Context: an optimization exercise on an open-source flow, tuned for small area and a short achievable clock period. The choices shown serve that exercise and are no tape-out recipe. Function was not checked in any run shown here: the RTL went through the layout flow alone. No activity file was given, so power comes from the tool's default toggle rates.

==> flow/design.v (outline; a module is shown in full before it is edited, if it fits) <==
// module div_pre: 129 lines
// module div_post: 122 lines
// module alu_top: 753 lines
module alu_top (
    input clk,
    input [16-1:0] a,
    input [16-1:0] b,
    input [3:0] sel,
    output reg [16-1:0] y,
    output reg carry
);
  // ...
==> flow/flow/run.sh <==
#!/bin/bash
# Standard ORFS layout (standard.sh: unchanged synthesis, steps and SDC) with
# a larger setup slack margin for the repair steps.  At the design's 27 ns
# period every path already has slack, so without a margin the repair steps
# do nothing; with MARGIN ns they shorten every path longer than 27 - MARGIN.
set -euo pipefail
MARGIN=17
bash standard.sh SETUP_SLACK_MARGIN=$MARGIN  finish > standard.log 2>&1
==> flow/standard.sh <==
#!/bin/bash
# synth_recipe.tcl (not shown) runs the flow's synth.tcl, then flattens the netlist and writes it again
# the make line also repeats each setting of config.mk as NAME=value (left out here)
make -C /OpenROAD-flow-scripts/flow DESIGN_CONFIG=/design/flow/config.mk WORK_HOME=/design/flow/orfs CLKGATE_MAP_FILE= SYNTH_SCRIPT=/design/flow/synth_recipe.tcl "${@:-finish}"
==> flow/config.mk <==
export PLATFORM = sky130hd
export DESIGN_NAME = alu_top
export DESIGN_NICKNAME = alu_top
export VERILOG_FILES = /design/flow/design.v
export SDC_FILE = /design/flow/constraint.sdc
export NUM_CORES = 4
export LEC_CHECK = 0
export ABC_AREA = 1
export CAP_MARGIN = 20
export CORE_MARGIN = 2
export CORE_UTILIZATION = 55
export SLEW_MARGIN = 20
export SYNTH_HIERARCHICAL = 1
==> flow/constraint.sdc <==
create_clock -name core_clock -period 27.0 [get_ports {clk}]
set_input_delay 5.4000 -clock core_clock [delete_from_list [all_inputs] [get_ports {clk}]]
set_output_delay 5.4000 -clock core_clock [all_outputs]
set_load 0.01 [all_outputs]
==> flow_metrics.tcl, run 1 <==
set metrics [dict create \
    postRouteAntennaNets 0 \
    timing.rr.end "s2_r[10]$_DFF_P_" \
    cts_setup_buffers 3 \
    design.portCount 54 \
    setup_viol_count_final 0 \
    p_int_w 0.000465 \
    crit_required_ns 27.27 \
    place_inst 2963 \
    combinationalPowerShare_pct 65.6 \
    synth_common_cells "nand2_1 (830), inv_1 (392), nand3_1 (248), nand2_2 (174), fa_1 (120)" \
    yosys.area.top_type "nand2_1" \
    power_frac_seq_pct 19.5 \
    r2r_cells 73 \
    path_clk_slew_ns 0.08 \
    area_growth_pct 9.90 \
    grt_pass1_wl_um 79400 \
    status "complete, no violations" \
    drive_gt1_share_pct 23.5 \
    hold_end "s2_m[15]$_DFF_P_" \
    synth_xor_area_share_pct 3.58 \
    comb-power_w 0.000589 \
    synthesis.area_um2 17100 \
    worst_slack_ns 17.14 \
    n_antenna_cell 0 \
    inverters 461 \
    max_freq_mhz 101 \
    finalClockSkew_ns 0.0150 \
    clk_latency_ns 0.37 \
    core_um2 30600 \
    finalPower_w 0.000898 \
    synth_nets 2794 \
    antenna_found_initial 0 \
    cts_sinks 100 \
    holdWs_ns 0.459 \
    r2r-start "s1_b[9]$_DFF_P_" \
    seq_area_frac_synth_pct 11.7 \
    power_switching_w 0.000433 \
]
==> module div_pre, before the edit <==
module div_pre (input [15:0] a, input [15:0] b, output [6:0] r, output [6:0] q);
  wire [0:0] t15 = a[15];
  wire [0:0] p15 = ~(t15 ^ b[0:0]);
  wire [1:0] c15;
  wire G15_0 = p15[0] ? 1'b0 : b[0];
  assign c15[0] = 1'b0;
  assign c15[1] = G15_0;
  wire [0:0] d15 = ~p15 ^ c15[0:0];
  wire q15 = ~|b[15:1] & ~c15[1];
  wire [0:0] r15 = q15 ? d15[0:0] : t15;
  wire [1:0] t14 = {r15, a[14]};
  wire [1:0] p14 = ~(t14 ^ b[1:0]);
  wire [2:0] c14;
  wire G14_0 = p14[0] ? 1'b0 : b[0];
  wire G14_1 = p14[1] ? G14_0 : b[1];
  assign c14[0] = 1'b0;
  assign c14[1] = G14_0;
  assign c14[2] = G14_1;
  wire [1:0] d14 = ~p14 ^ c14[1:0];
  wire q14 = ~|b[15:2] & ~c14[2];
  wire [1:0] r14 = q14 ? d14[1:0] : t14;
  wire [2:0] t13 = {r14, a[13]};
  wire [2:0] p13 = ~(t13 ^ b[2:0]);
  wire [3:0] c13;
  wire G13_0 = p13[0] ? 1'b0 : b[0];
  wire G13_1 = p13[2] ? b[1] : b[2];
  wire P13_1 = p13[2] & p13[1];
  wire G13_2 = P13_1 ? G13_0 : G13_1;
  wire G13_3 = p13[1] ? G13_0 : b[1];
  assign c13[0] = 1'b0;
  assign c13[1] = G13_0;
  assign c13[2] = G13_3;
  assign c13[3] = G13_2;
  wire [2:0] d13 = ~p13 ^ c13[2:0];
  wire q13 = ~|b[15:3] & ~c13[3];
  wire [2:0] r13 = q13 ? d13[2:0] : t13;
  wire [3:0] t12 = {r13, a[12]};
  wire [3:0] p12 = ~(t12 ^ b[3:0]);
  wire [4:0] c12;
  wire G12_0 = p12[0] ? 1'b0 : b[0];
  wire G12_1 = p12[2] ? b[1] : b[2];
  wire P12_1 = p12[2] & p12[1];
  wire G12_2 = P12_1 ? G12_0 : G12_1;
  wire G12_3 = p12[1] ? G12_0 : b[1];
  wire G12_4 = p12[3] ? G12_2 : b[3];
  assign c12[0] = 1'b0;
  assign c12[1] = G12_0;
  assign c12[2] = G12_3;
  assign c12[3] = G12_2;
  assign c12[4] = G12_4;
  wire [3:0] d12 = ~p12 ^ c12[3:0];
  wire q12 = ~|b[15:4] & ~c12[4];
  wire [3:0] r12 = q12 ? d12[3:0] : t12;
  wire [4:0] t11 = {r12, a[11]};
  wire [4:0] p11 = ~(t11 ^ b[4:0]);
  wire [5:0] c11;
  wire G11_0 = p11[0] ? 1'b0 : b[0];
  wire G11_1 = p11[2] ? b[1] : b[2];
  wire P11_1 = p11[2] & p11[1];
  wire G11_2 = p11[4] ? b[3] : b[4];
  wire P11_2 = p11[4] & p11[3];
  wire G11_3 = P11_1 ? G11_0 : G11_1;
  wire G11_4 = P11_2 ? G11_3 : G11_2;
  wire G11_5 = p11[1] ? G11_0 : b[1];
  wire G11_6 = p11[3] ? G11_3 : b[3];
  assign c11[0] = 1'b0;
  assign c11[1] = G11_0;
  assign c11[2] = G11_5;
  assign c11[3] = G11_3;
  assign c11[4] = G11_6;
  assign c11[5] = G11_4;
  wire [4:0] d11 = ~p11 ^ c11[4:0];
  wire q11 = ~|b[15:5] & ~c11[5];
  wire [4:0] r11 = q11 ? d11[4:0] : t11;
  wire [5:0] t10 = {r11, a[10]};
  wire [5:0] p10 = ~(t10 ^ b[5:0]);
  wire [6:0] c10;
  wire G10_0 = p10[0] ? 1'b0 : b[0];
  wire G10_1 = p10[2] ? b[1] : b[2];
  wire P10_1 = p10[2] & p10[1];
  wire G10_2 = p10[4] ? b[3] : b[4];
  wire P10_2 = p10[4] & p10[3];
  wire G10_3 = P10_1 ? G10_0 : G10_1;
  wire G10_4 = P10_2 ? G10_3 : G10_2;
  wire G10_5 = p10[1] ? G10_0 : b[1];
  wire G10_6 = p10[3] ? G10_3 : b[3];
  wire G10_7 = p10[5] ? G10_4 : b[5];
  assign c10[0] = 1'b0;
  assign c10[1] = G10_0;
  assign c10[2] = G10_5;
  assign c10[3] = G10_3;
  assign c10[4] = G10_6;
  assign c10[5] = G10_4;
  assign c10[6] = G10_7;
  wire [5:0] d10 = ~p10 ^ c10[5:0];
  wire q10 = ~|b[15:6] & ~c10[6];
  wire [5:0] r10 = q10 ? d10[5:0] : t10;
  wire [6:0] t9 = {r10, a[9]};
  wire [6:0] p9 = ~(t9 ^ b[6:0]);
  wire [7:0] c9;
  wire G9_0 = p9[0] ? 1'b0 : b[0];
  wire G9_1 = p9[2] ? b[1] : b[2];
  wire P9_1 = p9[2] & p9[1];
  wire G9_2 = p9[4] ? b[3] : b[4];
  wire P9_2 = p9[4] & p9[3];
  wire G9_3 = p9[6] ? b[5] : b[6];
  wire P9_3 = p9[6] & p9[5];
  wire G9_4 = P9_1 ? G9_0 : G9_1;
  wire G9_5 = P9_3 ? G9_2 : G9_3;
  wire P9_5 = P9_3 & P9_2;
  wire G9_6 = P9_5 ? G9_4 : G9_5;
  wire G9_7 = P9_2 ? G9_4 : G9_2;
  wire G9_8 = p9[1] ? G9_0 : b[1];
  wire G9_9 = p9[3] ? G9_4 : b[3];
  wire G9_10 = p9[5] ? G9_7 : b[5];
  assign c9[0] = 1'b0;
  assign c9[1] = G9_0;
  assign c9[2] = G9_8;
  assign c9[3] = G9_4;
  assign c9[4] = G9_9;
  assign c9[5] = G9_7;
  assign c9[6] = G9_10;
  assign c9[7] = G9_6;
  wire [6:0] d9 = ~p9 ^ c9[6:0];
  wire q9 = ~|b[15:7] & ~c9[7];
  wire [6:0] r9 = q9 ? d9[6:0] : t9;
  assign r = r9;
  assign q = {q15, q14, q13, q12, q11, q10, q9};
endmodule
==> module alu_top, before the edit <==
module alu_top (
    input clk,
    input [16-1:0] a,
    input [16-1:0] b,
    input [3:0] sel,
    output reg [16-1:0] y,
    output reg carry
);
  wire [6:0] ra, qa;
  div_pre u_pre (.a(a), .b(b), .r(ra), .q(qa));
  reg [15:0] s1_a, s1_b;
  reg [3:0] s1_sel;
  reg [6:0] s1_r, s1_q;
  always @(posedge clk) begin
    s1_a <= a;
    s1_b <= b;
    s1_sel <= sel;
    s1_r <= ra;
    s1_q <= qa;
  end
  wire [7:0] t8 = {s1_r, s1_a[8]};
  wire [7:0] p8 = ~(t8 ^ s1_b[7:0]);
  wire [8:0] c8;
  wire G8_0 = p8[0] ? 1'b0 : s1_b[0];
  wire G8_1 = p8[2] ? s1_b[1] : s1_b[2];
  wire P8_1 = p8[2] & p8[1];
  wire G8_2 = p8[4] ? s1_b[3] : s1_b[4];
  wire P8_2 = p8[4] & p8[3];
  wire G8_3 = p8[6] ? s1_b[5] : s1_b[6];
  wire P8_3 = p8[6] & p8[5];
  wire G8_4 = P8_1 ? G8_0 : G8_1;
  wire G8_5 = P8_3 ? G8_2 : G8_3;
  wire P8_5 = P8_3 & P8_2;
  wire G8_6 = P8_5 ? G8_4 : G8_5;
  wire G8_7 = P8_2 ? G8_4 : G8_2;
  wire G8_8 = p8[1] ? G8_0 : s1_b[1];
  wire G8_9 = p8[3] ? G8_4 : s1_b[3];
  wire G8_10 = p8[5] ? G8_7 : s1_b[5];
  wire G8_11 = p8[7] ? G8_6 : s1_b[7];
  assign c8[0] = 1'b0;
  assign c8[1] = G8_0;
  assign c8[2] = G8_8;
  assign c8[3] = G8_4;
  assign c8[4] = G8_9;
  assign c8[5] = G8_7;
  assign c8[6] = G8_10;
  assign c8[7] = G8_6;
  assign c8[8] = G8_11;
  wire [7:0] d8 = ~p8 ^ c8[7:0];
  wire q8 = ~|s1_b[15:8] & ~c8[8];
  wire [7:0] r8 = q8 ? d8[7:0] : t8;
  wire [8:0] t7 = {r8, s1_a[7]};
  wire [8:0] p7 = ~(t7 ^ s1_b[8:0]);
  wire [9:0] c7;
  wire G7_0 = p7[0] ? 1'b0 : s1_b[0];
  wire G7_1 = p7[2] ? s1_b[1] : s1_b[2];
  wire P7_1 = p7[2] & p7[1];
  wire G7_2 = p7[4] ? s1_b[3] : s1_b[4];
  wire P7_2 = p7[4] & p7[3];
  wire G7_3 = p7[6] ? s1_b[5] : s1_b[6];
  wire P7_3 = p7[6] & p7[5];
  wire G7_4 = p7[8] ? s1_b[7] : s1_b[8];
  wire P7_4 = p7[8] & p7[7];
  wire G7_5 = P7_1 ? G7_0 : G7_1;
  wire G7_6 = P7_3 ? G7_2 : G7_3;
  wire P7_6 = P7_3 & P7_2;
  wire G7_7 = P7_6 ? G7_5 : G7_6;
  wire G7_8 = P7_2 ? G7_5 : G7_2;
  wire G7_9 = P7_4 ? G7_7 : G7_4;
  wire G7_10 = p7[1] ? G7_0 : s1_b[1];
  wire G7_11 = p7[3] ? G7_5 : s1_b[3];
  wire G7_12 = p7[5] ? G7_8 : s1_b[5];
  wire G7_13 = p7[7] ? G7_7 : s1_b[7];
  assign c7[0] = 1'b0;
  assign c7[1] = G7_0;
  assign c7[2] = G7_10;
  assign c7[3] = G7_5;
  assign c7[4] = G7_11;
  assign c7[5] = G7_8;
  assign c7[6] = G7_12;
  assign c7[7] = G7_7;
  assign c7[8] = G7_13;
  assign c7[9] = G7_9;
  wire [8:0] d7 = ~p7 ^ c7[8:0];
  wire q7 = ~|s1_b[15:9] & ~c7[9];
  wire [8:0] r7 = q7 ? d7[8:0] : t7;
  wire [9:0] t6 = {r7, s1_a[6]};
  wire [9:0] p6 = ~(t6 ^ s1_b[9:0]);
  wire [10:0] c6;
  wire G6_0 = p6[0] ? 1'b0 : s1_b[0];
  wire G6_1 = p6[2] ? s1_b[1] : s1_b[2];
  wire P6_1 = p6[2] & p6[1];
  wire G6_2 = p6[4] ? s1_b[3] : s1_b[4];
  wire P6_2 = p6[4] & p6[3];
  wire G6_3 = p6[6] ? s1_b[5] : s1_b[6];
  wire P6_3 = p6[6] & p6[5];
  wire G6_4 = p6[8] ? s1_b[7] : s1_b[8];
  wire P6_4 = p6[8] & p6[7];
  wire G6_5 = P6_1 ? G6_0 : G6_1;
  wire G6_6 = P6_3 ? G6_2 : G6_3;
  wire P6_6 = P6_3 & P6_2;
  wire G6_7 = P6_6 ? G6_5 : G6_6;
  wire G6_8 = P6_2 ? G6_5 : G6_2;
  wire G6_9 = P6_4 ? G6_7 : G6_4;
  wire G6_10 = p6[1] ? G6_0 : s1_b[1];
  wire G6_11 = p6[3] ? G6_5 : s1_b[3];
  wire G6_12 = p6[5] ? G6_8 : s1_b[5];
  wire G6_13 = p6[7] ? G6_7 : s1_b[7];
  wire G6_14 = p6[9] ? G6_9 : s1_b[9];
  assign c6[0] = 1'b0;
  assign c6[1] = G6_0;
  assign c6[2] = G6_10;
  assign c6[3] = G6_5;
  assign c6[4] = G6_11;
  assign c6[5] = G6_8;
  assign c6[6] = G6_12;
  assign c6[7] = G6_7;
  assign c6[8] = G6_13;
  assign c6[9] = G6_9;
  assign c6[10] = G6_14;
  wire [9:0] d6 = ~p6 ^ c6[9:0];
  wire q6 = ~|s1_b[15:10] & ~c6[10];
  wire [9:0] r6 = q6 ? d6[9:0] : t6;
  wire [10:0] t5 = {r6, s1_a[5]};
  wire [10:0] p5 = ~(t5 ^ s1_b[10:0]);
  wire [11:0] c5;
  wire G5_0 = p5[0] ? 1'b0 : s1_b[0];
  wire G5_1 = p5[2] ? s1_b[1] : s1_b[2];
  wire P5_1 = p5[2] & p5[1];
  wire G5_2 = p5[4] ? s1_b[3] : s1_b[4];
  wire P5_2 = p5[4] & p5[3];
  wire G5_3 = p5[6] ? s1_b[5] : s1_b[6];
  wire P5_3 = p5[6] & p5[5];
  wire G5_4 = p5[8] ? s1_b[7] : s1_b[8];
  wire P5_4 = p5[8] & p5[7];
  wire G5_5 = p5[10] ? s1_b[9] : s1_b[10];
  wire P5_5 = p5[10] & p5[9];
  wire G5_6 = P5_1 ? G5_0 : G5_1;
  wire G5_7 = P5_3 ? G5_2 : G5_3;
  wire P5_7 = P5_3 & P5_2;
  wire G5_8 = P5_5 ? G5_4 : G5_5;
  wire P5_8 = P5_5 & P5_4;
  wire G5_9 = P5_7 ? G5_6 : G5_7;
  wire G5_10 = P5_8 ? G5_9 : G5_8;
  wire G5_11 = P5_2 ? G5_6 : G5_2;
  wire G5_12 = P5_4 ? G5_9 : G5_4;
  wire G5_13 = p5[1] ? G5_0 : s1_b[1];
  wire G5_14 = p5[3] ? G5_6 : s1_b[3];
  wire G5_15 = p5[5] ? G5_11 : s1_b[5];
  wire G5_16 = p5[7] ? G5_9 : s1_b[7];
  wire G5_17 = p5[9] ? G5_12 : s1_b[9];
  assign c5[0] = 1'b0;
  assign c5[1] = G5_0;
  assign c5[2] = G5_13;
  assign c5[3] = G5_6;
  assign c5[4] = G5_14;
  assign c5[5] = G5_11;
  assign c5[6] = G5_15;
  assign c5[7] = G5_9;
  assign c5[8] = G5_16;
  assign c5[9] = G5_12;
  assign c5[10] = G5_17;
  assign c5[11] = G5_10;
  wire [10:0] d5 = ~p5 ^ c5[10:0];
  wire q5 = ~|s1_b[15:11] & ~c5[11];
  wire [10:0] r5 = q5 ? d5[10:0] : t5;
  wire [11:0] t4 = {r5, s1_a[4]};
  wire [11:0] p4 = ~(t4 ^ s1_b[11:0]);
  wire [12:0] c4;
  wire G4_0 = p4[0] ? 1'b0 : s1_b[0];
  wire G4_1 = p4[2] ? s1_b[1] : s1_b[2];
  wire P4_1 = p4[2] & p4[1];
  wire G4_2 = p4[4] ? s1_b[3] : s1_b[4];
  wire P4_2 = p4[4] & p4[3];
  wire G4_3 = p4[6] ? s1_b[5] : s1_b[6];
  wire P4_3 = p4[6] & p4[5];
  wire G4_4 = p4[8] ? s1_b[7] : s1_b[8];
  wire P4_4 = p4[8] & p4[7];
  wire G4_5 = p4[10] ? s1_b[9] : s1_b[10];
  wire P4_5 = p4[10] & p4[9];
  wire G4_6 = P4_1 ? G4_0 : G4_1;
  wire G4_7 = P4_3 ? G4_2 : G4_3;
  wire P4_7 = P4_3 & P4_2;
  wire G4_8 = P4_5 ? G4_4 : G4_5;
  wire P4_8 = P4_5 & P4_4;
  wire G4_9 = P4_7 ? G4_6 : G4_7;
  wire G4_10 = P4_8 ? G4_9 : G4_8;
  wire G4_11 = P4_2 ? G4_6 : G4_2;
  wire G4_12 = P4_4 ? G4_9 : G4_4;
  wire G4_13 = p4[1] ? G4_0 : s1_b[1];
  wire G4_14 = p4[3] ? G4_6 : s1_b[3];
  wire G4_15 = p4[5] ? G4_11 : s1_b[5];
  wire G4_16 = p4[7] ? G4_9 : s1_b[7];
  wire G4_17 = p4[9] ? G4_12 : s1_b[9];
  wire G4_18 = p4[11] ? G4_10 : s1_b[11];
  assign c4[0] = 1'b0;
  assign c4[1] = G4_0;
  assign c4[2] = G4_13;
  assign c4[3] = G4_6;
  assign c4[4] = G4_14;
  assign c4[5] = G4_11;
  assign c4[6] = G4_15;
  assign c4[7] = G4_9;
  assign c4[8] = G4_16;
  assign c4[9] = G4_12;
  assign c4[10] = G4_17;
  assign c4[11] = G4_10;
  assign c4[12] = G4_18;
  wire [11:0] d4 = ~p4 ^ c4[11:0];
  wire q4 = ~|s1_b[15:12] & ~c4[12];
  wire [11:0] r4 = q4 ? d4[11:0] : t4;
  wire [12:0] t3 = {r4, s1_a[3]};
  wire [12:0] p3 = ~(t3 ^ s1_b[12:0]);
  wire [13:0] c3;
  wire G3_0 = p3[0] ? 1'b0 : s1_b[0];
  wire G3_1 = p3[2] ? s1_b[1] : s1_b[2];
  wire P3_1 = p3[2] & p3[1];
  wire G3_2 = p3[4] ? s1_b[3] : s1_b[4];
  wire P3_2 = p3[4] & p3[3];
  wire G3_3 = p3[6] ? s1_b[5] : s1_b[6];
  wire P3_3 = p3[6] & p3[5];
  wire G3_4 = p3[8] ? s1_b[7] : s1_b[8];
  wire P3_4 = p3[8] & p3[7];
  wire G3_5 = p3[10] ? s1_b[9] : s1_b[10];
  wire P3_5 = p3[10] & p3[9];
  wire G3_6 = p3[12] ? s1_b[11] : s1_b[12];
  wire P3_6 = p3[12] & p3[11];
  wire G3_7 = P3_1 ? G3_0 : G3_1;
  wire G3_8 = P3_3 ? G3_2 : G3_3;
  wire P3_8 = P3_3 & P3_2;
  wire G3_9 = P3_5 ? G3_4 : G3_5;
  wire P3_9 = P3_5 & P3_4;
  wire G3_10 = P3_8 ? G3_7 : G3_8;
  wire G3_11 = P3_9 ? G3_10 : G3_9;
  wire G3_12 = P3_2 ? G3_7 : G3_2;
  wire G3_13 = P3_4 ? G3_10 : G3_4;
  wire G3_14 = P3_6 ? G3_11 : G3_6;
  wire G3_15 = p3[1] ? G3_0 : s1_b[1];
  wire G3_16 = p3[3] ? G3_7 : s1_b[3];
  wire G3_17 = p3[5] ? G3_12 : s1_b[5];
  wire G3_18 = p3[7] ? G3_10 : s1_b[7];
  wire G3_19 = p3[9] ? G3_13 : s1_b[9];
  wire G3_20 = p3[11] ? G3_11 : s1_b[11];
  assign c3[0] = 1'b0;
  assign c3[1] = G3_0;
  assign c3[2] = G3_15;
  assign c3[3] = G3_7;
  assign c3[4] = G3_16;
  assign c3[5] = G3_12;
  assign c3[6] = G3_17;
  assign c3[7] = G3_10;
  assign c3[8] = G3_18;
  assign c3[9] = G3_13;
  assign c3[10] = G3_19;
  assign c3[11] = G3_11;
  assign c3[12] = G3_20;
  assign c3[13] = G3_14;
  wire [12:0] d3 = ~p3 ^ c3[12:0];
  wire q3 = ~|s1_b[15:13] & ~c3[13];
  wire [12:0] r3 = q3 ? d3[12:0] : t3;
  wire [13:0] t2 = {r3, s1_a[2]};
  wire [13:0] p2 = ~(t2 ^ s1_b[13:0]);
  wire [14:0] c2;
  wire G2_0 = p2[0] ? 1'b0 : s1_b[0];
  wire G2_1 = p2[2] ? s1_b[1] : s1_b[2];
  wire P2_1 = p2[2] & p2[1];
  wire G2_2 = p2[4] ? s1_b[3] : s1_b[4];
  wire P2_2 = p2[4] & p2[3];
  wire G2_3 = p2[6] ? s1_b[5] : s1_b[6];
  wire P2_3 = p2[6] & p2[5];
  wire G2_4 = p2[8] ? s1_b[7] : s1_b[8];
  wire P2_4 = p2[8] & p2[7];
  wire G2_5 = p2[10] ? s1_b[9] : s1_b[10];
  wire P2_5 = p2[10] & p2[9];
  wire G2_6 = p2[12] ? s1_b[11] : s1_b[12];
  wire P2_6 = p2[12] & p2[11];
  wire G2_7 = P2_1 ? G2_0 : G2_1;
  wire G2_8 = P2_3 ? G2_2 : G2_3;
  wire P2_8 = P2_3 & P2_2;
  wire G2_9 = P2_5 ? G2_4 : G2_5;
  wire P2_9 = P2_5 & P2_4;
  wire G2_10 = P2_8 ? G2_7 : G2_8;
  wire G2_11 = P2_9 ? G2_10 : G2_9;
  wire G2_12 = P2_2 ? G2_7 : G2_2;
  wire G2_13 = P2_4 ? G2_10 : G2_4;
  wire G2_14 = P2_6 ? G2_11 : G2_6;
  wire G2_15 = p2[1] ? G2_0 : s1_b[1];
  wire G2_16 = p2[3] ? G2_7 : s1_b[3];
  wire G2_17 = p2[5] ? G2_12 : s1_b[5];
  wire G2_18 = p2[7] ? G2_10 : s1_b[7];
  wire G2_19 = p2[9] ? G2_13 : s1_b[9];
  wire G2_20 = p2[11] ? G2_11 : s1_b[11];
  wire G2_21 = p2[13] ? G2_14 : s1_b[13];
  assign c2[0] = 1'b0;
  assign c2[1] = G2_0;
  assign c2[2] = G2_15;
  assign c2[3] = G2_7;
  assign c2[4] = G2_16;
  assign c2[5] = G2_12;
  assign c2[6] = G2_17;
  assign c2[7] = G2_10;
  assign c2[8] = G2_18;
  assign c2[9] = G2_13;
  assign c2[10] = G2_19;
  assign c2[11] = G2_11;
  assign c2[12] = G2_20;
  assign c2[13] = G2_14;
  assign c2[14] = G2_21;
  wire [13:0] d2 = ~p2 ^ c2[13:0];
  wire q2 = ~|s1_b[15:14] & ~c2[14];
  wire [13:0] r2 = q2 ? d2[13:0] : t2;
  wire [13:0] rb = r2;
  wire [8:2] qb = {q8, q7, q6, q5, q4, q3, q2};
  wire [15:0] o;
  wire co;
  wire [16:0] sc, dc; wire [16:0] sum; wire [15:0] dif;
  assign sc[0] = 1'b0; assign dc[0] = 1'b1;
  genvar k;
  generate for (k = 0; k < 16; k = k + 1) begin : rip
    assign sum[k] = s1_a[k] ^ s1_b[k] ^ sc[k];
    assign sc[k+1] = (s1_a[k] & s1_b[k]) | (sc[k] & (s1_a[k] ^ s1_b[k]));
    assign dif[k] = s1_a[k] ^ ~s1_b[k] ^ dc[k];
    assign dc[k+1] = (s1_a[k] & ~s1_b[k]) | (dc[k] & ~(s1_a[k] ^ s1_b[k]));
  end endgenerate
  assign sum[16] = sc[16];
  assign co = sum[16];
  wire [15:0] prod;
  wire pp0_0 = s1_a[0] & s1_b[0];
  wire pp0_1 = s1_a[1] & s1_b[0];
  wire pp0_2 = s1_a[2] & s1_b[0];
  wire pp0_3 = s1_a[3] & s1_b[0];
  wire pp0_4 = s1_a[4] & s1_b[0];
  wire pp0_5 = s1_a[5] & s1_b[0];
  wire pp0_6 = s1_a[6] & s1_b[0];
  wire pp0_7 = s1_a[7] & s1_b[0];
  wire pp0_8 = s1_a[8] & s1_b[0];
  wire pp0_9 = s1_a[9] & s1_b[0];
  wire pp0_10 = s1_a[10] & s1_b[0];
  wire pp0_11 = s1_a[11] & s1_b[0];
  wire pp0_12 = s1_a[12] & s1_b[0];
  wire pp0_13 = s1_a[13] & s1_b[0];
  wire pp0_14 = s1_a[14] & s1_b[0];
  wire pp0_15 = s1_a[15] & s1_b[0];
  wire pp1_0 = s1_a[0] & s1_b[1];
  wire pp1_1 = s1_a[1] & s1_b[1];
  wire pp1_2 = s1_a[2] & s1_b[1];
  wire pp1_3 = s1_a[3] & s1_b[1];
  wire pp1_4 = s1_a[4] & s1_b[1];
  wire pp1_5 = s1_a[5] & s1_b[1];
  wire pp1_6 = s1_a[6] & s1_b[1];
  wire pp1_7 = s1_a[7] & s1_b[1];
  wire pp1_8 = s1_a[8] & s1_b[1];
  wire pp1_9 = s1_a[9] & s1_b[1];
  wire pp1_10 = s1_a[10] & s1_b[1];
  wire pp1_11 = s1_a[11] & s1_b[1];
  wire pp1_12 = s1_a[12] & s1_b[1];
  wire pp1_13 = s1_a[13] & s1_b[1];
  wire pp1_14 = s1_a[14] & s1_b[1];
  wire pp2_0 = s1_a[0] & s1_b[2];
  wire pp2_1 = s1_a[1] & s1_b[2];
  wire pp2_2 = s1_a[2] & s1_b[2];
  wire pp2_3 = s1_a[3] & s1_b[2];
  wire pp2_4 = s1_a[4] & s1_b[2];
  wire pp2_5 = s1_a[5] & s1_b[2];
  wire pp2_6 = s1_a[6] & s1_b[2];
  wire pp2_7 = s1_a[7] & s1_b[2];
  wire pp2_8 = s1_a[8] & s1_b[2];
  wire pp2_9 = s1_a[9] & s1_b[2];
  wire pp2_10 = s1_a[10] & s1_b[2];
  wire pp2_11 = s1_a[11] & s1_b[2];
  wire pp2_12 = s1_a[12] & s1_b[2];
  wire pp2_13 = s1_a[13] & s1_b[2];
  wire pp3_0 = s1_a[0] & s1_b[3];
  wire pp3_1 = s1_a[1] & s1_b[3];
  wire pp3_2 = s1_a[2] & s1_b[3];
  wire pp3_3 = s1_a[3] & s1_b[3];
  wire pp3_4 = s1_a[4] & s1_b[3];
  wire pp3_5 = s1_a[5] & s1_b[3];
  wire pp3_6 = s1_a[6] & s1_b[3];
  wire pp3_7 = s1_a[7] & s1_b[3];
  wire pp3_8 = s1_a[8] & s1_b[3];
  wire pp3_9 = s1_a[9] & s1_b[3];
  wire pp3_10 = s1_a[10] & s1_b[3];
  wire pp3_11 = s1_a[11] & s1_b[3];
  wire pp3_12 = s1_a[12] & s1_b[3];
  wire pp4_0 = s1_a[0] & s1_b[4];
  wire pp4_1 = s1_a[1] & s1_b[4];
  wire pp4_2 = s1_a[2] & s1_b[4];
  wire pp4_3 = s1_a[3] & s1_b[4];
  wire pp4_4 = s1_a[4] & s1_b[4];
  wire pp4_5 = s1_a[5] & s1_b[4];
  wire pp4_6 = s1_a[6] & s1_b[4];
  wire pp4_7 = s1_a[7] & s1_b[4];
  wire pp4_8 = s1_a[8] & s1_b[4];
  wire pp4_9 = s1_a[9] & s1_b[4];
  wire pp4_10 = s1_a[10] & s1_b[4];
  wire pp4_11 = s1_a[11] & s1_b[4];
  wire pp5_0 = s1_a[0] & s1_b[5];
  wire pp5_1 = s1_a[1] & s1_b[5];
  wire pp5_2 = s1_a[2] & s1_b[5];
  wire pp5_3 = s1_a[3] & s1_b[5];
  wire pp5_4 = s1_a[4] & s1_b[5];
  wire pp5_5 = s1_a[5] & s1_b[5];
  wire pp5_6 = s1_a[6] & s1_b[5];
  wire pp5_7 = s1_a[7] & s1_b[5];
  wire pp5_8 = s1_a[8] & s1_b[5];
  wire pp5_9 = s1_a[9] & s1_b[5];
  wire pp5_10 = s1_a[10] & s1_b[5];
  wire pp6_0 = s1_a[0] & s1_b[6];
  wire pp6_1 = s1_a[1] & s1_b[6];
  wire pp6_2 = s1_a[2] & s1_b[6];
  wire pp6_3 = s1_a[3] & s1_b[6];
  wire pp6_4 = s1_a[4] & s1_b[6];
  wire pp6_5 = s1_a[5] & s1_b[6];
  wire pp6_6 = s1_a[6] & s1_b[6];
  wire pp6_7 = s1_a[7] & s1_b[6];
  wire pp6_8 = s1_a[8] & s1_b[6];
  wire pp6_9 = s1_a[9] & s1_b[6];
  wire pp7_0 = s1_a[0] & s1_b[7];
  wire pp7_1 = s1_a[1] & s1_b[7];
  wire pp7_2 = s1_a[2] & s1_b[7];
  wire pp7_3 = s1_a[3] & s1_b[7];
  wire pp7_4 = s1_a[4] & s1_b[7];
  wire pp7_5 = s1_a[5] & s1_b[7];
  wire pp7_6 = s1_a[6] & s1_b[7];
  wire pp7_7 = s1_a[7] & s1_b[7];
  wire pp7_8 = s1_a[8] & s1_b[7];
  wire pp8_0 = s1_a[0] & s1_b[8];
  wire pp8_1 = s1_a[1] & s1_b[8];
  wire pp8_2 = s1_a[2] & s1_b[8];
  wire pp8_3 = s1_a[3] & s1_b[8];
  wire pp8_4 = s1_a[4] & s1_b[8];
  wire pp8_5 = s1_a[5] & s1_b[8];
  wire pp8_6 = s1_a[6] & s1_b[8];
  wire pp8_7 = s1_a[7] & s1_b[8];
  wire pp9_0 = s1_a[0] & s1_b[9];
  wire pp9_1 = s1_a[1] & s1_b[9];
  wire pp9_2 = s1_a[2] & s1_b[9];
  wire pp9_3 = s1_a[3] & s1_b[9];
  wire pp9_4 = s1_a[4] & s1_b[9];
  wire pp9_5 = s1_a[5] & s1_b[9];
  wire pp9_6 = s1_a[6] & s1_b[9];
  wire pp10_0 = s1_a[0] & s1_b[10];
  wire pp10_1 = s1_a[1] & s1_b[10];
  wire pp10_2 = s1_a[2] & s1_b[10];
  wire pp10_3 = s1_a[3] & s1_b[10];
  wire pp10_4 = s1_a[4] & s1_b[10];
  wire pp10_5 = s1_a[5] & s1_b[10];
  wire pp11_0 = s1_a[0] & s1_b[11];
  wire pp11_1 = s1_a[1] & s1_b[11];
  wire pp11_2 = s1_a[2] & s1_b[11];
  wire pp11_3 = s1_a[3] & s1_b[11];
  wire pp11_4 = s1_a[4] & s1_b[11];
  wire pp12_0 = s1_a[0] & s1_b[12];
  wire pp12_1 = s1_a[1] & s1_b[12];
  wire pp12_2 = s1_a[2] & s1_b[12];
  wire pp12_3 = s1_a[3] & s1_b[12];
  wire pp13_0 = s1_a[0] & s1_b[13];
  wire pp13_1 = s1_a[1] & s1_b[13];
  wire pp13_2 = s1_a[2] & s1_b[13];
  wire pp14_0 = s1_a[0] & s1_b[14];
  wire pp14_1 = s1_a[1] & s1_b[14];
  wire pp15_0 = s1_a[0] & s1_b[15];
  wire fs0 = pp0_2 ^ pp1_1 ^ pp2_0;
  wire fc0 = (pp0_2 & pp1_1) | (pp0_2 & pp2_0) | (pp1_1 & pp2_0);
  wire fs1 = pp0_3 ^ pp1_2 ^ pp2_1;
  wire fc1 = (pp0_3 & pp1_2) | (pp0_3 & pp2_1) | (pp1_2 & pp2_1);
  wire fs2 = pp0_4 ^ pp1_3 ^ pp2_2;
  wire fc2 = (pp0_4 & pp1_3) | (pp0_4 & pp2_2) | (pp1_3 & pp2_2);
  wire fs3 = pp0_5 ^ pp1_4 ^ pp2_3;
  wire fc3 = (pp0_5 & pp1_4) | (pp0_5 & pp2_3) | (pp1_4 & pp2_3);
  wire fs4 = pp3_2 ^ pp4_1 ^ pp5_0;
  wire fc4 = (pp3_2 & pp4_1) | (pp3_2 & pp5_0) | (pp4_1 & pp5_0);
  wire fs5 = pp0_6 ^ pp1_5 ^ pp2_4;
  wire fc5 = (pp0_6 & pp1_5) | (pp0_6 & pp2_4) | (pp1_5 & pp2_4);
  wire fs6 = pp3_3 ^ pp4_2 ^ pp5_1;
  wire fc6 = (pp3_3 & pp4_2) | (pp3_3 & pp5_1) | (pp4_2 & pp5_1);
  wire fs7 = pp0_7 ^ pp1_6 ^ pp2_5;
  wire fc7 = (pp0_7 & pp1_6) | (pp0_7 & pp2_5) | (pp1_6 & pp2_5);
  wire fs8 = pp3_4 ^ pp4_3 ^ pp5_2;
  wire fc8 = (pp3_4 & pp4_3) | (pp3_4 & pp5_2) | (pp4_3 & pp5_2);
  wire fs9 = pp0_8 ^ pp1_7 ^ pp2_6;
  wire fc9 = (pp0_8 & pp1_7) | (pp0_8 & pp2_6) | (pp1_7 & pp2_6);
  wire fs10 = pp3_5 ^ pp4_4 ^ pp5_3;
  wire fc10 = (pp3_5 & pp4_4) | (pp3_5 & pp5_3) | (pp4_4 & pp5_3);
  wire fs11 = pp6_2 ^ pp7_1 ^ pp8_0;
  wire fc11 = (pp6_2 & pp7_1) | (pp6_2 & pp8_0) | (pp7_1 & pp8_0);
  wire fs12 = pp0_9 ^ pp1_8 ^ pp2_7;
  wire fc12 = (pp0_9 & pp1_8) | (pp0_9 & pp2_7) | (pp1_8 & pp2_7);
  wire fs13 = pp3_6 ^ pp4_5 ^ pp5_4;
  wire fc13 = (pp3_6 & pp4_5) | (pp3_6 & pp5_4) | (pp4_5 & pp5_4);
  wire fs14 = pp6_3 ^ pp7_2 ^ pp8_1;
  wire fc14 = (pp6_3 & pp7_2) | (pp6_3 & pp8_1) | (pp7_2 & pp8_1);
  wire fs15 = pp0_10 ^ pp1_9 ^ pp2_8;
  wire fc15 = (pp0_10 & pp1_9) | (pp0_10 & pp2_8) | (pp1_9 & pp2_8);
  wire fs16 = pp3_7 ^ pp4_6 ^ pp5_5;
  wire fc16 = (pp3_7 & pp4_6) | (pp3_7 & pp5_5) | (pp4_6 & pp5_5);
  wire fs17 = pp6_4 ^ pp7_3 ^ pp8_2;
  wire fc17 = (pp6_4 & pp7_3) | (pp6_4 & pp8_2) | (pp7_3 & pp8_2);
  wire fs18 = pp0_11 ^ pp1_10 ^ pp2_9;
  wire fc18 = (pp0_11 & pp1_10) | (pp0_11 & pp2_9) | (pp1_10 & pp2_9);
  wire fs19 = pp3_8 ^ pp4_7 ^ pp5_6;
  wire fc19 = (pp3_8 & pp4_7) | (pp3_8 & pp5_6) | (pp4_7 & pp5_6);
  wire fs20 = pp6_5 ^ pp7_4 ^ pp8_3;
  wire fc20 = (pp6_5 & pp7_4) | (pp6_5 & pp8_3) | (pp7_4 & pp8_3);
  wire fs21 = pp9_2 ^ pp10_1 ^ pp11_0;
  wire fc21 = (pp9_2 & pp10_1) | (pp9_2 & pp11_0) | (pp10_1 & pp11_0);
  wire fs22 = pp0_12 ^ pp1_11 ^ pp2_10;
  wire fc22 = (pp0_12 & pp1_11) | (pp0_12 & pp2_10) | (pp1_11 & pp2_10);
  wire fs23 = pp3_9 ^ pp4_8 ^ pp5_7;
  wire fc23 = (pp3_9 & pp4_8) | (pp3_9 & pp5_7) | (pp4_8 & pp5_7);
  wire fs24 = pp6_6 ^ pp7_5 ^ pp8_4;
  wire fc24 = (pp6_6 & pp7_5) | (pp6_6 & pp8_4) | (pp7_5 & pp8_4);
  wire fs25 = pp9_3 ^ pp10_2 ^ pp11_1;
  wire fc25 = (pp9_3 & pp10_2) | (pp9_3 & pp11_1) | (pp10_2 & pp11_1);
  wire fs26 = pp0_13 ^ pp1_12 ^ pp2_11;
  wire fc26 = (pp0_13 & pp1_12) | (pp0_13 & pp2_11) | (pp1_12 & pp2_11);
  wire fs27 = pp3_10 ^ pp4_9 ^ pp5_8;
  wire fc27 = (pp3_10 & pp4_9) | (pp3_10 & pp5_8) | (pp4_9 & pp5_8);
  wire fs28 = pp6_7 ^ pp7_6 ^ pp8_5;
  wire fc28 = (pp6_7 & pp7_6) | (pp6_7 & pp8_5) | (pp7_6 & pp8_5);
  wire fs29 = pp9_4 ^ pp10_3 ^ pp11_2;
  wire fc29 = (pp9_4 & pp10_3) | (pp9_4 & pp11_2) | (pp10_3 & pp11_2);
  wire fs30 = pp0_14 ^ pp1_13 ^ pp2_12;
  wire fc30 = (pp0_14 & pp1_13) | (pp0_14 & pp2_12) | (pp1_13 & pp2_12);
  wire fs31 = pp3_11 ^ pp4_10 ^ pp5_9;
  wire fc31 = (pp3_11 & pp4_10) | (pp3_11 & pp5_9) | (pp4_10 & pp5_9);
  wire fs32 = pp6_8 ^ pp7_7 ^ pp8_6;
  wire fc32 = (pp6_8 & pp7_7) | (pp6_8 & pp8_6) | (pp7_7 & pp8_6);
  wire fs33 = pp9_5 ^ pp10_4 ^ pp11_3;
  wire fc33 = (pp9_5 & pp10_4) | (pp9_5 & pp11_3) | (pp10_4 & pp11_3);
  wire fs34 = pp12_2 ^ pp13_1 ^ pp14_0;
  wire fc34 = (pp12_2 & pp13_1) | (pp12_2 & pp14_0) | (pp13_1 & pp14_0);
  wire fs35 = pp0_15 ^ pp1_14 ^ pp2_13;
  wire fc35 = (pp0_15 & pp1_14) | (pp0_15 & pp2_13) | (pp1_14 & pp2_13);
  wire fs36 = pp3_12 ^ pp4_11 ^ pp5_10;
  wire fc36 = (pp3_12 & pp4_11) | (pp3_12 & pp5_10) | (pp4_11 & pp5_10);
  wire fs37 = pp6_9 ^ pp7_8 ^ pp8_7;
  wire fc37 = (pp6_9 & pp7_8) | (pp6_9 & pp8_7) | (pp7_8 & pp8_7);
  wire fs38 = pp9_6 ^ pp10_5 ^ pp11_4;
  wire fc38 = (pp9_6 & pp10_5) | (pp9_6 & pp11_4) | (pp10_5 & pp11_4);
  wire fs39 = pp12_3 ^ pp13_2 ^ pp14_1;
  wire fc39 = (pp12_3 & pp13_2) | (pp12_3 & pp14_1) | (pp13_2 & pp14_1);
  wire fs40 = fc0 ^ fs1 ^ pp3_0;
  wire fc40 = (fc0 & fs1) | (fc0 & pp3_0) | (fs1 & pp3_0);
  wire fs41 = fc1 ^ fs2 ^ pp3_1;
  wire fc41 = (fc1 & fs2) | (fc1 & pp3_1) | (fs2 & pp3_1);
  wire fs42 = fc2 ^ fs3 ^ fs4;
  wire fc42 = (fc2 & fs3) | (fc2 & fs4) | (fs3 & fs4);
  wire fs43 = fc3 ^ fc4 ^ fs5;
  wire fc43 = (fc3 & fc4) | (fc3 & fs5) | (fc4 & fs5);
  wire fs44 = fc5 ^ fc6 ^ fs7;
  wire fc44 = (fc5 & fc6) | (fc5 & fs7) | (fc6 & fs7);
  wire fs45 = fs8 ^ pp6_1 ^ pp7_0;
  wire fc45 = (fs8 & pp6_1) | (fs8 & pp7_0) | (pp6_1 & pp7_0);
  wire fs46 = fc7 ^ fc8 ^ fs9;
  wire fc46 = (fc7 & fc8) | (fc7 & fs9) | (fc8 & fs9);
  wire fs47 = fc9 ^ fc10 ^ fc11;
  wire fc47 = (fc9 & fc10) | (fc9 & fc11) | (fc10 & fc11);
  wire fs48 = fs12 ^ fs13 ^ fs14;
  wire fc48 = (fs12 & fs13) | (fs12 & fs14) | (fs13 & fs14);
  wire fs49 = fc12 ^ fc13 ^ fc14;
  wire fc49 = (fc12 & fc13) | (fc12 & fc14) | (fc13 & fc14);
  wire fs50 = fs15 ^ fs16 ^ fs17;
  wire fc50 = (fs15 & fs16) | (fs15 & fs17) | (fs16 & fs17);
  wire fs51 = fc15 ^ fc16 ^ fc17;
  wire fc51 = (fc15 & fc16) | (fc15 & fc17) | (fc16 & fc17);
  wire fs52 = fs18 ^ fs19 ^ fs20;
  wire fc52 = (fs18 & fs19) | (fs18 & fs20) | (fs19 & fs20);
  wire fs53 = fc18 ^ fc19 ^ fc20;
  wire fc53 = (fc18 & fc19) | (fc18 & fc20) | (fc19 & fc20);
  wire fs54 = fc21 ^ fs22 ^ fs23;
  wire fc54 = (fc21 & fs22) | (fc21 & fs23) | (fs22 & fs23);
  wire fs55 = fs24 ^ fs25 ^ pp12_0;
  wire fc55 = (fs24 & fs25) | (fs24 & pp12_0) | (fs25 & pp12_0);
  wire fs56 = fc22 ^ fc23 ^ fc24;
  wire fc56 = (fc22 & fc23) | (fc22 & fc24) | (fc23 & fc24);
  wire fs57 = fc25 ^ fs26 ^ fs27;
  wire fc57 = (fc25 & fs26) | (fc25 & fs27) | (fs26 & fs27);
  wire fs58 = fs28 ^ fs29 ^ pp12_1;
  wire fc58 = (fs28 & fs29) | (fs28 & pp12_1) | (fs29 & pp12_1);
  wire fs59 = fc26 ^ fc27 ^ fc28;
  wire fc59 = (fc26 & fc27) | (fc26 & fc28) | (fc27 & fc28);
  wire fs60 = fc29 ^ fs30 ^ fs31;
  wire fc60 = (fc29 & fs30) | (fc29 & fs31) | (fs30 & fs31);
  wire fs61 = fs32 ^ fs33 ^ fs34;
  wire fc61 = (fs32 & fs33) | (fs32 & fs34) | (fs33 & fs34);
  wire fs62 = fc30 ^ fc31 ^ fc32;
  wire fc62 = (fc30 & fc31) | (fc30 & fc32) | (fc31 & fc32);
  wire fs63 = fc33 ^ fc34 ^ fs35;
  wire fc63 = (fc33 & fc34) | (fc33 & fs35) | (fc34 & fs35);
  wire fs64 = fs36 ^ fs37 ^ fs38;
  wire fc64 = (fs36 & fs37) | (fs36 & fs38) | (fs37 & fs38);
  wire fs65 = fc40 ^ fs41 ^ pp4_0;
  wire fc65 = (fc40 & fs41) | (fc40 & pp4_0) | (fs41 & pp4_0);
  wire fs66 = fc42 ^ fs43 ^ fs6;
  wire fc66 = (fc42 & fs43) | (fc42 & fs6) | (fs43 & fs6);
  wire fs67 = fc43 ^ fs44 ^ fs45;
  wire fc67 = (fc43 & fs44) | (fc43 & fs45) | (fs44 & fs45);
  wire fs68 = fc44 ^ fc45 ^ fs46;
  wire fc68 = (fc44 & fc45) | (fc44 & fs46) | (fc45 & fs46);
  wire fs69 = fc46 ^ fs47 ^ fs48;
  wire fc69 = (fc46 & fs47) | (fc46 & fs48) | (fs47 & fs48);
  wire fs70 = fc47 ^ fc48 ^ fs49;
  wire fc70 = (fc47 & fc48) | (fc47 & fs49) | (fc48 & fs49);
  wire fs71 = fs50 ^ pp9_1 ^ pp10_0;
  wire fc71 = (fs50 & pp9_1) | (fs50 & pp10_0) | (pp9_1 & pp10_0);
  wire fs72 = fc49 ^ fc50 ^ fs51;
  wire fc72 = (fc49 & fc50) | (fc49 & fs51) | (fc50 & fs51);
  wire fs73 = fc51 ^ fc52 ^ fs53;
  wire fc73 = (fc51 & fc52) | (fc51 & fs53) | (fc52 & fs53);
  wire fs74 = fc53 ^ fc54 ^ fc55;
  wire fc74 = (fc53 & fc54) | (fc53 & fc55) | (fc54 & fc55);
  wire fs75 = fs56 ^ fs57 ^ fs58;
  wire fc75 = (fs56 & fs57) | (fs56 & fs58) | (fs57 & fs58);
  wire fs76 = fc56 ^ fc57 ^ fc58;
  wire fc76 = (fc56 & fc57) | (fc56 & fc58) | (fc57 & fc58);
  wire fs77 = fs59 ^ fs60 ^ fs61;
  wire fc77 = (fs59 & fs60) | (fs59 & fs61) | (fs60 & fs61);
  wire fs78 = fc59 ^ fc60 ^ fc61;
  wire fc78 = (fc59 & fc60) | (fc59 & fc61) | (fc60 & fc61);
  wire fs79 = fs62 ^ fs63 ^ fs64;
  wire fc79 = (fs62 & fs63) | (fs62 & fs64) | (fs63 & fs64);
  wire fs80 = fc65 ^ fc41 ^ fs42;
  wire fc80 = (fc65 & fc41) | (fc65 & fs42) | (fc41 & fs42);
  wire fs81 = fc67 ^ fs68 ^ fs10;
  wire fc81 = (fc67 & fs68) | (fc67 & fs10) | (fs68 & fs10);
  wire fs82 = fc68 ^ fs69 ^ pp9_0;
  wire fc82 = (fc68 & fs69) | (fc68 & pp9_0) | (fs69 & pp9_0);
  wire fs83 = fc69 ^ fs70 ^ fs71;
  wire fc83 = (fc69 & fs70) | (fc69 & fs71) | (fs70 & fs71);
  wire fs84 = fc70 ^ fc71 ^ fs72;
  wire fc84 = (fc70 & fc71) | (fc70 & fs72) | (fc71 & fs72);
  wire fs85 = fc72 ^ fs73 ^ fs54;
  wire fc85 = (fc72 & fs73) | (fc72 & fs54) | (fs73 & fs54);
  wire fs86 = fc73 ^ fs74 ^ fs75;
  wire fc86 = (fc73 & fs74) | (fc73 & fs75) | (fs74 & fs75);
  wire fs87 = fc74 ^ fc75 ^ fs76;
  wire fc87 = (fc74 & fc75) | (fc74 & fs76) | (fc75 & fs76);
  wire fs88 = fc76 ^ fc77 ^ fs78;
  wire fc88 = (fc76 & fc77) | (fc76 & fs78) | (fc77 & fs78);
  wire fs89 = fs79 ^ fs39 ^ pp15_0;
  wire fc89 = (fs79 & fs39) | (fs79 & pp15_0) | (fs39 & pp15_0);
  wire fs90 = fc80 ^ fs66 ^ pp6_0;
  wire fc90 = (fc80 & fs66) | (fc80 & pp6_0) | (fs66 & pp6_0);
  wire fs91 = fc83 ^ fs84 ^ fs52;
  wire fc91 = (fc83 & fs84) | (fc83 & fs52) | (fs84 & fs52);
  wire fs92 = fc84 ^ fs85 ^ fs55;
  wire fc92 = (fc84 & fs85) | (fc84 & fs55) | (fs85 & fs55);
  wire fs93 = fc85 ^ fs86 ^ pp13_0;
  wire fc93 = (fc85 & fs86) | (fc85 & pp13_0) | (fs86 & pp13_0);
  wire fs94 = fc86 ^ fs87 ^ fs77;
  wire fc94 = (fc86 & fs87) | (fc86 & fs77) | (fs87 & fs77);
  wire fs95 = fc87 ^ fs88 ^ fs89;
  wire fc95 = (fc87 & fs88) | (fc87 & fs89) | (fs88 & fs89);
  wire fs96 = fc90 ^ fc66 ^ fs67;
  wire fc96 = (fc90 & fc66) | (fc90 & fs67) | (fc66 & fs67);
  wire fs97 = fc96 ^ fs81 ^ fs11;
  wire fc97 = (fc96 & fs81) | (fc96 & fs11) | (fs81 & fs11);
  wire fs98 = fc97 ^ fc81 ^ fs82;
  wire fc98 = (fc97 & fc81) | (fc97 & fs82) | (fc81 & fs82);
  wire fs99 = fc98 ^ fc82 ^ fs83;
  wire fc99 = (fc98 & fc82) | (fc98 & fs83) | (fc82 & fs83);
  wire fs100 = fc99 ^ fs91 ^ fs21;
  wire fc100 = (fc99 & fs91) | (fc99 & fs21) | (fs91 & fs21);
  wire fs101 = fc100 ^ fc91 ^ fs92;
  wire fc101 = (fc100 & fc91) | (fc100 & fs92) | (fc91 & fs92);
  wire fs102 = fc101 ^ fc92 ^ fs93;
  wire fc102 = (fc101 & fc92) | (fc101 & fs93) | (fc92 & fs93);
  wire fs103 = fc102 ^ fc93 ^ fs94;
  wire fc103 = (fc102 & fc93) | (fc102 & fs94) | (fc93 & fs94);
  wire fs104 = fc103 ^ fc94 ^ fs95;
  wire fc104 = (fc103 & fc94) | (fc103 & fs95) | (fc94 & fs95);
  assign prod[0] = pp0_0;
  wire hs105 = pp0_1 ^ pp1_0;
  wire hc105 = pp0_1 & pp1_0;
  assign prod[1] = hs105;
  wire hs106 = fs0 ^ hc105;
  wire hc106 = fs0 & hc105;
  assign prod[2] = hs106;
  wire hs107 = fs40 ^ hc106;
  wire hc107 = fs40 & hc106;
  assign prod[3] = hs107;
  wire hs108 = fs65 ^ hc107;
  wire hc108 = fs65 & hc107;
  assign prod[4] = hs108;
  wire hs109 = fs80 ^ hc108;
  wire hc109 = fs80 & hc108;
  assign prod[5] = hs109;
  wire hs110 = fs90 ^ hc109;
  wire hc110 = fs90 & hc109;
  assign prod[6] = hs110;
  wire hs111 = fs96 ^ hc110;
  wire hc111 = fs96 & hc110;
  assign prod[7] = hs111;
  wire hs112 = fs97 ^ hc111;
  wire hc112 = fs97 & hc111;
  assign prod[8] = hs112;
  wire hs113 = fs98 ^ hc112;
  wire hc113 = fs98 & hc112;
  assign prod[9] = hs113;
  wire hs114 = fs99 ^ hc113;
  wire hc114 = fs99 & hc113;
  assign prod[10] = hs114;
  wire hs115 = fs100 ^ hc114;
  wire hc115 = fs100 & hc114;
  assign prod[11] = hs115;
  wire hs116 = fs101 ^ hc115;
  wire hc116 = fs101 & hc115;
  assign prod[12] = hs116;
  wire hs117 = fs102 ^ hc116;
  wire hc117 = fs102 & hc116;
  assign prod[13] = hs117;
  wire hs118 = fs103 ^ hc117;
  wire hc118 = fs103 & hc117;
  assign prod[14] = hs118;
  wire hs119 = fs104 ^ hc118;
  wire hc119 = fs104 & hc118;
  assign prod[15] = hs119;
  wire s_add = (s1_sel == 4'b0000) | (s1_sel[3:1] == 3'b111);
  wire s_sub = s1_sel == 4'b0001;
  wire s_mul = s1_sel == 4'b0010;
  wire s_shl = s1_sel == 4'b0100;
  wire s_shr = s1_sel == 4'b0101;
  wire s_rl = s1_sel == 4'b0110;
  wire s_rr = s1_sel == 4'b0111;
  wire s_lg = s1_sel[3] & ~(s1_sel[2] & s1_sel[1]);
  wire l_g = s_lg & ((s1_sel[2:0] == 3'b000) | (s1_sel[2:0] == 3'b001) | (s1_sel[2:0] == 3'b011) | (s1_sel[2:0] == 3'b100));
  wire l_p = s_lg & ((s1_sel[2:0] == 3'b001) | (s1_sel[2:0] == 3'b010) | (s1_sel[2:0] == 3'b011) | (s1_sel[2:0] == 3'b101));
  wire l_n = s_lg & ((s1_sel[2:0] == 3'b011) | (s1_sel[2:0] == 3'b100) | (s1_sel[2:0] == 3'b101));
  wire [15:0] bg = s1_a & s1_b, bp = s1_a ^ s1_b;
  wire [15:0] lo = {16{l_n}} ^ (({16{l_g}} & bg) | ({16{l_p}} & bp));
  wire [15:0] sh = ({16{s_shl}} & {s1_a[14:0], 1'b0}) | ({16{s_shr}} & {1'b0, s1_a[15:1]})
                 | ({16{s_rl}} & {8'b0, s1_a[6:0], s1_a[7]}) | ({16{s_rr}} & {8'b0, s1_a[0], s1_a[7:1]});
  assign o = ({16{s_add}} & sum[15:0]) | ({16{s_sub}} & dif) | ({16{s_mul}} & prod) | sh | lo;
  wire isdiv = s1_sel == 4'b0011;
  reg [15:0] s2_m;         
  reg [13:0] s2_r;
  reg [1:0] s2_a;
  reg [15:0] s2_b;
  reg s2_div;
  always @(posedge clk) begin
    s2_m <= isdiv ? {s1_q, qb, o[1:0]} : o;
    s2_r <= rb;
    s2_a <= s1_a[1:0];
    s2_b <= s1_b;
    s2_div <= isdiv;
    carry <= co;
  end
  wire [1:0] qc;
  div_post u_post (.a(s2_a), .b(s2_b), .rin(s2_r), .q(qc));
  always @* y = {s2_m[15:2], s2_div ? qc : s2_m[1:0]};
endmodule
==> inputs of run 2 (changes only) <==
--- a/flow/design.v
+++ b/flow/design.v
@@ -1,4 +1,4 @@
-module div_pre (input [15:0] a, input [15:0] b, output [6:0] r, output [6:0] q);
+module div_pre (input [15:0] a, input [15:0] b, output [4:0] r, output [4:0] q);
   wire [0:0] t15 = a[15];
   wire [0:0] p15 = ~(t15 ^ b[0:0]);
   wire [1:0] c15;
@@ -72,60 +72,8 @@
   wire [4:0] d11 = ~p11 ^ c11[4:0];
   wire q11 = ~|b[15:5] & ~c11[5];
   wire [4:0] r11 = q11 ? d11[4:0] : t11;
-  wire [5:0] t10 = {r11, a[10]};
-  wire [5:0] p10 = ~(t10 ^ b[5:0]);
-  wire [6:0] c10;
-  wire G10_0 = p10[0] ? 1'b0 : b[0];
-  wire G10_1 = p10[2] ? b[1] : b[2];
-  wire P10_1 = p10[2] & p10[1];
-  wire G10_2 = p10[4] ? b[3] : b[4];
-  wire P10_2 = p10[4] & p10[3];
-  wire G10_3 = P10_1 ? G10_0 : G10_1;
-  wire G10_4 = P10_2 ? G10_3 : G10_2;
-  wire G10_5 = p10[1] ? G10_0 : b[1];
-  wire G10_6 = p10[3] ? G10_3 : b[3];
-  wire G10_7 = p10[5] ? G10_4 : b[5];
-  assign c10[0] = 1'b0;
-  assign c10[1] = G10_0;
-  assign c10[2] = G10_5;
-  assign c10[3] = G10_3;
-  assign c10[4] = G10_6;
-  assign c10[5] = G10_4;
-  assign c10[6] = G10_7;
-  wire [5:0] d10 = ~p10 ^ c10[5:0];
-  wire q10 = ~|b[15:6] & ~c10[6];
-  wire [5:0] r10 = q10 ? d10[5:0] : t10;
-  wire [6:0] t9 = {r10, a[9]};
-  wire [6:0] p9 = ~(t9 ^ b[6:0]);
-  wire [7:0] c9;
-  wire G9_0 = p9[0] ? 1'b0 : b[0];
-  wire G9_1 = p9[2] ? b[1] : b[2];
-  wire P9_1 = p9[2] & p9[1];
-  wire G9_2 = p9[4] ? b[3] : b[4];
-  wire P9_2 = p9[4] & p9[3];
-  wire G9_3 = p9[6] ? b[5] : b[6];
-  wire P9_3 = p9[6] & p9[5];
-  wire G9_4 = P9_1 ? G9_0 : G9_1;
-  wire G9_5 = P9_3 ? G9_2 : G9_3;
-  wire P9_5 = P9_3 & P9_2;
-  wire G9_6 = P9_5 ? G9_4 : G9_5;
-  wire G9_7 = P9_2 ? G9_4 : G9_2;
-  wire G9_8 = p9[1] ? G9_0 : b[1];
-  wire G9_9 = p9[3] ? G9_4 : b[3];
-  wire G9_10 = p9[5] ? G9_7 : b[5];
-  assign c9[0] = 1'b0;
-  assign c9[1] = G9_0;
-  assign c9[2] = G9_8;
-  assign c9[3] = G9_4;
-  assign c9[4] = G9_9;
-  assign c9[5] = G9_7;
-  assign c9[6] = G9_10;
-  assign c9[7] = G9_6;
-  wire [6:0] d9 = ~p9 ^ c9[6:0];
-  wire q9 = ~|b[15:7] & ~c9[7];
-  wire [6:0] r9 = q9 ? d9[6:0] : t9;
-  assign r = r9;
-  assign q = {q15, q14, q13, q12, q11, q10, q9};
+  assign r = r11;
+  assign q = {q15, q14, q13, q12, q11};
 endmodule
 module div_post (input [1:0] a, input [15:0] b, input [13:0] rin, output [1:0] q);
   wire [14:0] t1 = {rin, a[1]};
@@ -257,11 +205,11 @@
     output reg [16-1:0] y,
     output reg carry
 );
-  wire [6:0] ra, qa;
+  wire [4:0] ra, qa;
   div_pre u_pre (.a(a), .b(b), .r(ra), .q(qa));
   reg [15:0] s1_a, s1_b;
   reg [3:0] s1_sel;
-  reg [6:0] s1_r, s1_q;
+  reg [4:0] s1_r, s1_q;
   always @(posedge clk) begin
     s1_a <= a;
     s1_b <= b;
@@ -269,7 +217,59 @@
     s1_r <= ra;
     s1_q <= qa;
   end
-  wire [7:0] t8 = {s1_r, s1_a[8]};
+  wire [5:0] t10 = {s1_r, s1_a[10]};
+  wire [5:0] p10 = ~(t10 ^ s1_b[5:0]);
+  wire [6:0] c10;
+  wire G10_0 = p10[0] ? 1'b0 : s1_b[0];
+  wire G10_1 = p10[2] ? s1_b[1] : s1_b[2];
+  wire P10_1 = p10[2] & p10[1];
+  wire G10_2 = p10[4] ? s1_b[3] : s1_b[4];
+  wire P10_2 = p10[4] & p10[3];
+  wire G10_3 = P10_1 ? G10_0 : G10_1;
+  wire G10_4 = P10_2 ? G10_3 : G10_2;
+  wire G10_5 = p10[1] ? G10_0 : s1_b[1];
+  wire G10_6 = p10[3] ? G10_3 : s1_b[3];
+  wire G10_7 = p10[5] ? G10_4 : s1_b[5];
+  assign c10[0] = 1'b0;
+  assign c10[1] = G10_0;
+  assign c10[2] = G10_5;
+  assign c10[3] = G10_3;
+  assign c10[4] = G10_6;
+  assign c10[5] = G10_4;
+  assign c10[6] = G10_7;
+  wire [5:0] d10 = ~p10 ^ c10[5:0];
+  wire q10 = ~|s1_b[15:6] & ~c10[6];
+  wire [5:0] r10 = q10 ? d10[5:0] : t10;
+  wire [6:0] t9 = {r10, s1_a[9]};
+  wire [6:0] p9 = ~(t9 ^ s1_b[6:0]);
+  wire [7:0] c9;
+  wire G9_0 = p9[0] ? 1'b0 : s1_b[0];
+  wire G9_1 = p9[2] ? s1_b[1] : s1_b[2];
+  wire P9_1 = p9[2] & p9[1];
+  wire G9_2 = p9[4] ? s1_b[3] : s1_b[4];
+  wire P9_2 = p9[4] & p9[3];
+  wire G9_3 = p9[6] ? s1_b[5] : s1_b[6];
+  wire P9_3 = p9[6] & p9[5];
+  wire G9_4 = P9_1 ? G9_0 : G9_1;
+  wire G9_5 = P9_3 ? G9_2 : G9_3;
+  wire P9_5 = P9_3 & P9_2;
+  wire G9_6 = P9_5 ? G9_4 : G9_5;
+  wire G9_7 = P9_2 ? G9_4 : G9_2;
+  wire G9_8 = p9[1] ? G9_0 : s1_b[1];
+  wire G9_9 = p9[3] ? G9_4 : s1_b[3];
+  wire G9_10 = p9[5] ? G9_7 : s1_b[5];
+  assign c9[0] = 1'b0;
+  assign c9[1] = G9_0;
+  assign c9[2] = G9_8;
+  assign c9[3] = G9_4;
+  assign c9[4] = G9_9;
+  assign c9[5] = G9_7;
+  assign c9[6] = G9_10;
+  assign c9[7] = G9_6;
+  wire [6:0] d9 = ~p9 ^ c9[6:0];
+  wire q9 = ~|s1_b[15:7] & ~c9[7];
+  wire [6:0] r9 = q9 ? d9[6:0] : t9;
+  wire [7:0] t8 = {r9, s1_a[8]};
   wire [7:0] p8 = ~(t8 ^ s1_b[7:0]);
   wire [8:0] c8;
   wire G8_0 = p8[0] ? 1'b0 : s1_b[0];
@@ -561,7 +561,7 @@
   wire q2 = ~|s1_b[15:14] & ~c2[14];
   wire [13:0] r2 = q2 ? d2[13:0] : t2;
   wire [13:0] rb = r2;
-  wire [8:2] qb = {q8, q7, q6, q5, q4, q3, q2};
+  wire [10:2] qb = {q10, q9, q8, q7, q6, q5, q4, q3, q2};
   wire [15:0] o;
   wire co;
   wire [16:0] sc, dc; wire [16:0] sum; wire [15:0] dif;
--- a/flow/flow/run.sh
+++ b/flow/flow/run.sh
@@ -4,5 +4,5 @@
 # period every path already has slack, so without a margin the repair steps
 # do nothing; with MARGIN ns they shorten every path longer than 27 - MARGIN.
 set -euo pipefail
-MARGIN=17
+MARGIN=16.5
 bash standard.sh SETUP_SLACK_MARGIN=$MARGIN  finish > standard.log 2>&1
==> flow_metrics.tcl, run 2 <==
set metrics [dict create \
    slew_viol_final 0 \
    avgRoutedWirePerCell_um 17.8 \
    met3_usage_pct 5.05 \
    yosys.area.top_type "nand2_1" \
    critPathCaptureType "register" \
    worstPathArrival_ns 10.31 \
    grt_use_met2_pct 54.2 \
    core_um2 29800 \
    num_rows 63 \
    grt_overflow_total 0 \
    finalNonFillerCells 3031 \
    synthesis.area_um2 16700 \
    fillCellCount 2711 \
    dieArea_um2 31800 \
    cap_violations 0 \
    htree_levels 3 \
    firstDrtPassIters 6 \
    worst_pin_slew_ns 1.09 \
    cp_max_fo 14 \
    dieHeight_um 178 \
    cts-root-buf "clkbuf_16" \
    mostFrequentLayoutCells "nand2_1 (770), inv_1 (402), nand3_1 (223), nand2_2 (201), fa_1 (120)" \
    port_buffers 53 \
    avgSynthCellArea_um2 6.61 \
    crit_type "reg2reg" \
    vdd_drop_max_v 0.0000459 \
    fin_area_um2 19400 \
    max_freq_mhz 100 \
    crit_required_ns 27.32 \
    grt_pass1_wl_um 80000 \
    hold_viol 0 \
    postRouteAntennaNets 0 \
    busiest_layer "met2" \
    path_clk_slew_ns 0.08 \
    clk_latency_ns 0.38 \
    critPathSlowestCell "dfxtp_4" \
    synth_top_area_share_pct 18.8 \
    gp_congestion 0.935 \
    cts_sinks 96 \
    place.detailed.hpwl_um 38200 \
    yosys_most_used_dff "dfxtp_1" \
    status "complete, no violations" \
    cpMostUsedCell "nand2_2" \
    synth_area_leaders "nand2_1 (19%), fa_1 (14%), dfxtp_1 (11%)" \
    num_vias 16600 \
    cts_buffers 9 \
    synthCells 2534 \
    initial_utilization_pct 56.2 \
    seq_area_frac_synth_pct 11.5 \
    place_inst 2922 \
    area_growth_pct 16.0 \
    drt_wl_total_um 54000 \
    finalClockSkew_ns 0.0193 \
    place_area_um2 17200 \
    drive_gt1_share_pct 24.2 \
    ctsLongestPathBuffers 2 \
    synth_nets 2760 \
    drc 0 \
    setup_viol_count_final 0 \
    finalNetCount 2861 \
    dieWidth_um 178 \
    grt_pass1_vias 15300 \
    fin_crit_ns 9.99 \
    hold_class "reg2reg" \
    fin_tns_setup_ns 0 \
    yosys.cell_count.top_type "nand2_1" \
    synth-edff-count 0 \
    powerDensity_nw_per_um2 46.2 \
    layout_commonest_cell "nand2_1" \
    grtUsageMet1_pct 43.0 \
    drt_iter0_drc 1296 \
    grt_setup_unrepaired "no" \
    slew_headroom_pct 27.4 \
    design.portCount 54 \
    synth_common_cells "nand2_1 (838), inv_1 (408), nand3_1 (262), nand2_2 (151), fa_1 (120)" \
    synth-seq-cells 96 \
    grt_start_max_net_pins 28 \
    timing.final.crit_share_pct 37.0 \
    synth.distinct_cells 66 \
    yosys_warnings 7 \
    start_kind "register" \
    vias_per_cell 5.48 \
    slowest_delay_ns 0.37 \
    antenna_found_initial 1 \
    grt_use_total_pct 32.7 \
    cts_tree "built" \
    async_flop_share_pct 0 \
    power.leakage_nw 10.5 \
]
[run 2: report_power, final]
| part | switching (W) | total, W | internal [W] |
|---|---|---|---|
| Sequential | 0.0000143 | 0.000171 | 0.000156 |
| Combinational | 0.000359 | 0.000594 | 0.000235 |
| Clock | 0.0000666 | 0.000132 | 0.0000652 |
[run 2: area by class of cell]
cell class	instances	area (um2)	share of cell area, %
inverters	465	1880	9.70
diodes	1	2.50	0.0129
well taps	390	488	2.51
flip-flops and latches	96	1950	10.0
multi-input cells	1906	13200	68.0
repair buffers	157	1590	8.20
clock inverters	7	72.6	0.374
clock buffers	9	225	1.16
[run 2: per-module statistics from Yosys (local to each module, per instance)]
| module | cells | flip-flops and latches |
|---|---|---|
| alu_top | 2042 | 96 |
| div_post | 311 | 0 |
| div_pre | 181 | 0 |
[run 2: critical path, delay by kind of cell, from the launching register on]
kind | cells | cell delay [ns]
AOI/OAI and AO/OA | 1 | 0.18
and+or+nand+nor | 79 | 8.29
DFF | 1 | 0.37
buffers and inverters | 10 | 1.05
[run 2: worst paths after layout]
check                     endpoint  cells past startpoint  slack (ns)        startpoint
hold reg to reg   s2_b[15]$_DFF_P_                      0        0.46  s1_b[15]$_DFF_P_
setup / recovery   s2_r[9]$_DFF_P_                     90       17.01   s1_b[1]$_DFF_P_
hold / removal    s2_b[15]$_DFF_P_                      0        0.46  s1_b[15]$_DFF_P_
setup reg to reg   s2_r[9]$_DFF_P_                     90       17.01   s1_b[1]$_DFF_P_
[run 2: metal layers]
layer / vias to the layer above / wire [um]
met4: 0 / 2200
met5: - / 0
met2: 673 / 25200
li1: 7982 / -
met3: 172 / 4190
met1: 7776 / 22400
[run 2: cells by family after synthesis]
| logic type | after synthesis | synth area share (%) |
|---|---|---|
| xor gates and xnor gates | 71 | 3.72 |
| buffers and inverters | 546 | 15.3 |
| DFF | 96 | 11.5 |
| AOI/OAI and AO/OA | 125 | 5.20 |
| muxes | 2 | 0.135 |
| adders and majority gates | 189 | 19.5 |
| and+or+nand+nor | 1505 | 44.7 |
[run 2: what timing repair did]
item,4_1_cts,5_1_grt
setup buffers,9,65
cloned,2,16
gates resized for setup,19,246
setup endpoints to repair,15,16
hold buffers,0,0
pin swaps,3,63
[run 2: metrics by stage]
stage          hold slack, ns  util (%)  total power [W]  setup WS (ns)
2_1_floorplan           0.354         -         0.000580          17.73
3_3_place_gp            0.436      57.8         0.000719          15.78
3_5_place_dp            0.443      57.8         0.000722          15.54
4_1_cts                 0.468      59.4         0.000864          16.51
5_1_grt                 0.444      65.1         0.000986          16.32
6_report                0.457      65.1         0.000896          17.01
